Background: an optimization exercise with open tools, aiming at small area. Do not read the settings as production practice.
The RTL was checked by simulation tests, not by an equivalence proof against the original design.

job 101:
==> flow/design.v (excerpt) <==
module fp_mult (
    input  var logic        clk,
    input  var logic        rst,
    input  var logic        valid_i,
    input  var logic [31:0] num_a_i,
    input  var logic [31:0] num_b_i,
    output var logic [31:0] num_o,
    output var logic        valid_o
);
For scale: about 110 flip-flops, ~100 I/O pins.
clock: 8.5 ns
lec_check: 0
cap_margin: 20
cell_pad_in_sites_detail_placement: 2
cell_pad_in_sites_global_placement: 2
core_margin: 2
core_utilization: 40
slew_margin: 20
synth_hierarchical: 1
buffer_ports_args: -buffer_cell sky130_fd_sc_hd__buf_1
recover_power: 100
standard.sh (not shown) runs the stock make flow with config.mk's settings and CLKGATE_MAP_FILE= SYNTH_SCRIPT=/design/flow/synth_recipe.tcl, a recipe that flattens the netlist after the stock synthesis.
==> flow/flow/run.sh <==
#!/bin/bash
# The standard layout (standard.sh: its synthesis and the ORFS steps to
# finish), with two changes:
# - the buffers that buffer_ports puts on every input and output port are the
#   smallest buffer cell, sky130_fd_sc_hd__buf_1 (repair may still resize them);
# - after global routing, cells on paths with positive slack are downsized
#   (ORFS RECOVER_POWER).
set -e
echo 'export BUFFER_PORTS_ARGS = -buffer_cell sky130_fd_sc_hd__buf_1' >> config.mk
echo 'export RECOVER_POWER = 100' >> config.mk
bash standard.sh > standard.log 2>&1
Nothing crashed in job 101 and all stages finished; the problem is that the final layout failed, the offending checks being capacitance limit, slew limit.
Input changes introduced in job 102 (baseline for comparison: job 101):
Settings: RECOVER_POWER: 100 -> unset.
==> flow/flow/run.sh <==
#!/bin/bash
# The standard layout (standard.sh: its synthesis and the ORFS steps to
# finish), with one change: the buffers that buffer_ports puts on every input
# and output port are the smallest buffer cell, sky130_fd_sc_hd__buf_1,
# instead of the default choice. The repair steps may still resize them.
set -e
echo 'export BUFFER_PORTS_ARGS = -buffer_cell sky130_fd_sc_hd__buf_1' >> config.mk
bash standard.sh > standard.log 2>&1
### Flow results
Job 102: all stages complete, timing, DRC and antenna checks passed. There was hardly any difference in non-clock buffer share of cell area between job 101 and job 102. Job 102 vs job 101, growth of design area from synthesis to finish went up by 0.47 points. For clock network area share, job 102 and job 101 come out practically identical. Job 101 and job 102 ended up with roughly the same sequential share of layout area. There was hardly any difference in worst clock skew between job 102 and job 101.
For job 103, these inputs were changed with respect to job 102:
Settings: an added RECOVER_POWER of 100; an added GPL_KEEP_OVERFLOW of 0.
==> flow/flow/run.sh <==
#!/bin/bash
# The standard layout (standard.sh: its synthesis and the ORFS steps to
# finish), with three changes:
# - the buffers that buffer_ports puts on every input and output port are the
#   smallest buffer cell, sky130_fd_sc_hd__buf_1 (repair may still resize them);
# - after global routing, cells on paths with positive slack are downsized
#   (ORFS RECOVER_POWER);
# - timing-driven global placement does not keep the buffers its repair
#   inserts (GPL_KEEP_OVERFLOW 0); the later repair steps add what is needed.
set -e
echo 'export BUFFER_PORTS_ARGS = -buffer_cell sky130_fd_sc_hd__buf_1' >> config.mk
echo 'export RECOVER_POWER = 100' >> config.mk
echo 'export GPL_KEEP_OVERFLOW = 0' >> config.mk
bash standard.sh > standard.log 2>&1
==> comparison <==
Job 103 finished all stages; layout check result: FAIL, due to capacitance limit, slew limit. Compared with job 102, job 103 shows a lower global routing met1 resource utilization. Job 103 vs. job 102: wire length reported by the detailed router has decreased, post-layout instance count excluding filler cells has decreased, top achievable clock speed -0.0036 GHz. Via count of the routed design: job 102 and job 103 compared, lower one is job 103. Diff job 102 and job 103: share of the cycle needed by the critical path after routing higher in job 103.
Modified inputs, job 104 compared to job 103
Settings: removing GPL_KEEP_OVERFLOW (formerly 0); removing RECOVER_POWER (formerly 100); removing BUFFER_PORTS_ARGS (formerly -buffer_cell sky130_fd_sc_hd__buf_1).
==> flow/run.sh (new file) <==
#!/bin/bash
# synth_recipe.tcl (not shown) runs the flow's synth.tcl, then flattens the netlist and writes it again
# the make line also repeats each setting of config.mk as NAME=value (left out here)
make -C /OpenROAD-flow-scripts/flow DESIGN_CONFIG=/design/flow/config.mk WORK_HOME=/design/flow/orfs CLKGATE_MAP_FILE= SYNTH_SCRIPT=/design/flow/synth_recipe.tcl finish
removed: flow/flow/run.sh
removed: flow/standard.sh
## What came out
Diff job 103 -> job 104: share of layout cells above drive strength 1 dropped 0.65 points; post-layout minimum cycle time went down 0.24 ns; number of cells traversed by the worst register-to-register path +3; maximum frequency grew by 0.0037 GHz.
Job 104 | status: complete | timing, DRC, antenna: pass

static timing again, ports no longer ideal:
The flow's constraints put no driver on any port. The routed layouts listed below were extracted and timed again, unchanged, in two steps. Step 1: set_driving_cell puts a clkbuf_16 on clk and a buf_2 on each other input, an assumption about the parent block. Step 2 adds t to the input delays and takes it off the output delays; t is the mean of the earliest and latest rising clock arrival at the registers after step 1. Input paths then give back, and output paths get back, about the clock's delay inside the block. Three values: ideal, step 1, step 2; two values: the first two.
| run | t, ns | slack for setup (ns) | hold WS [ns] | worst data-port slew with drivers (ns) |
|---|---|---|---|---|
| job 101 | 0.423 | 0.464 / 0.464 / 0.464 | 0.345 / 0.345 / 0.345 | 0.06 |
| job 102 | 0.425 | 0.481 / 0.481 / 0.481 | 0.345 / 0.345 / 0.345 | 0.06 |
| job 103 | 0.427 | 0.240 / 0.240 / 0.240 | 0.340 / 0.340 / 0.340 | 0.07 |
| job 104 | 0.425 | 0.482 / 0.482 / 0.482 | 0.343 / 0.343 / 0.343 | 0.07 |
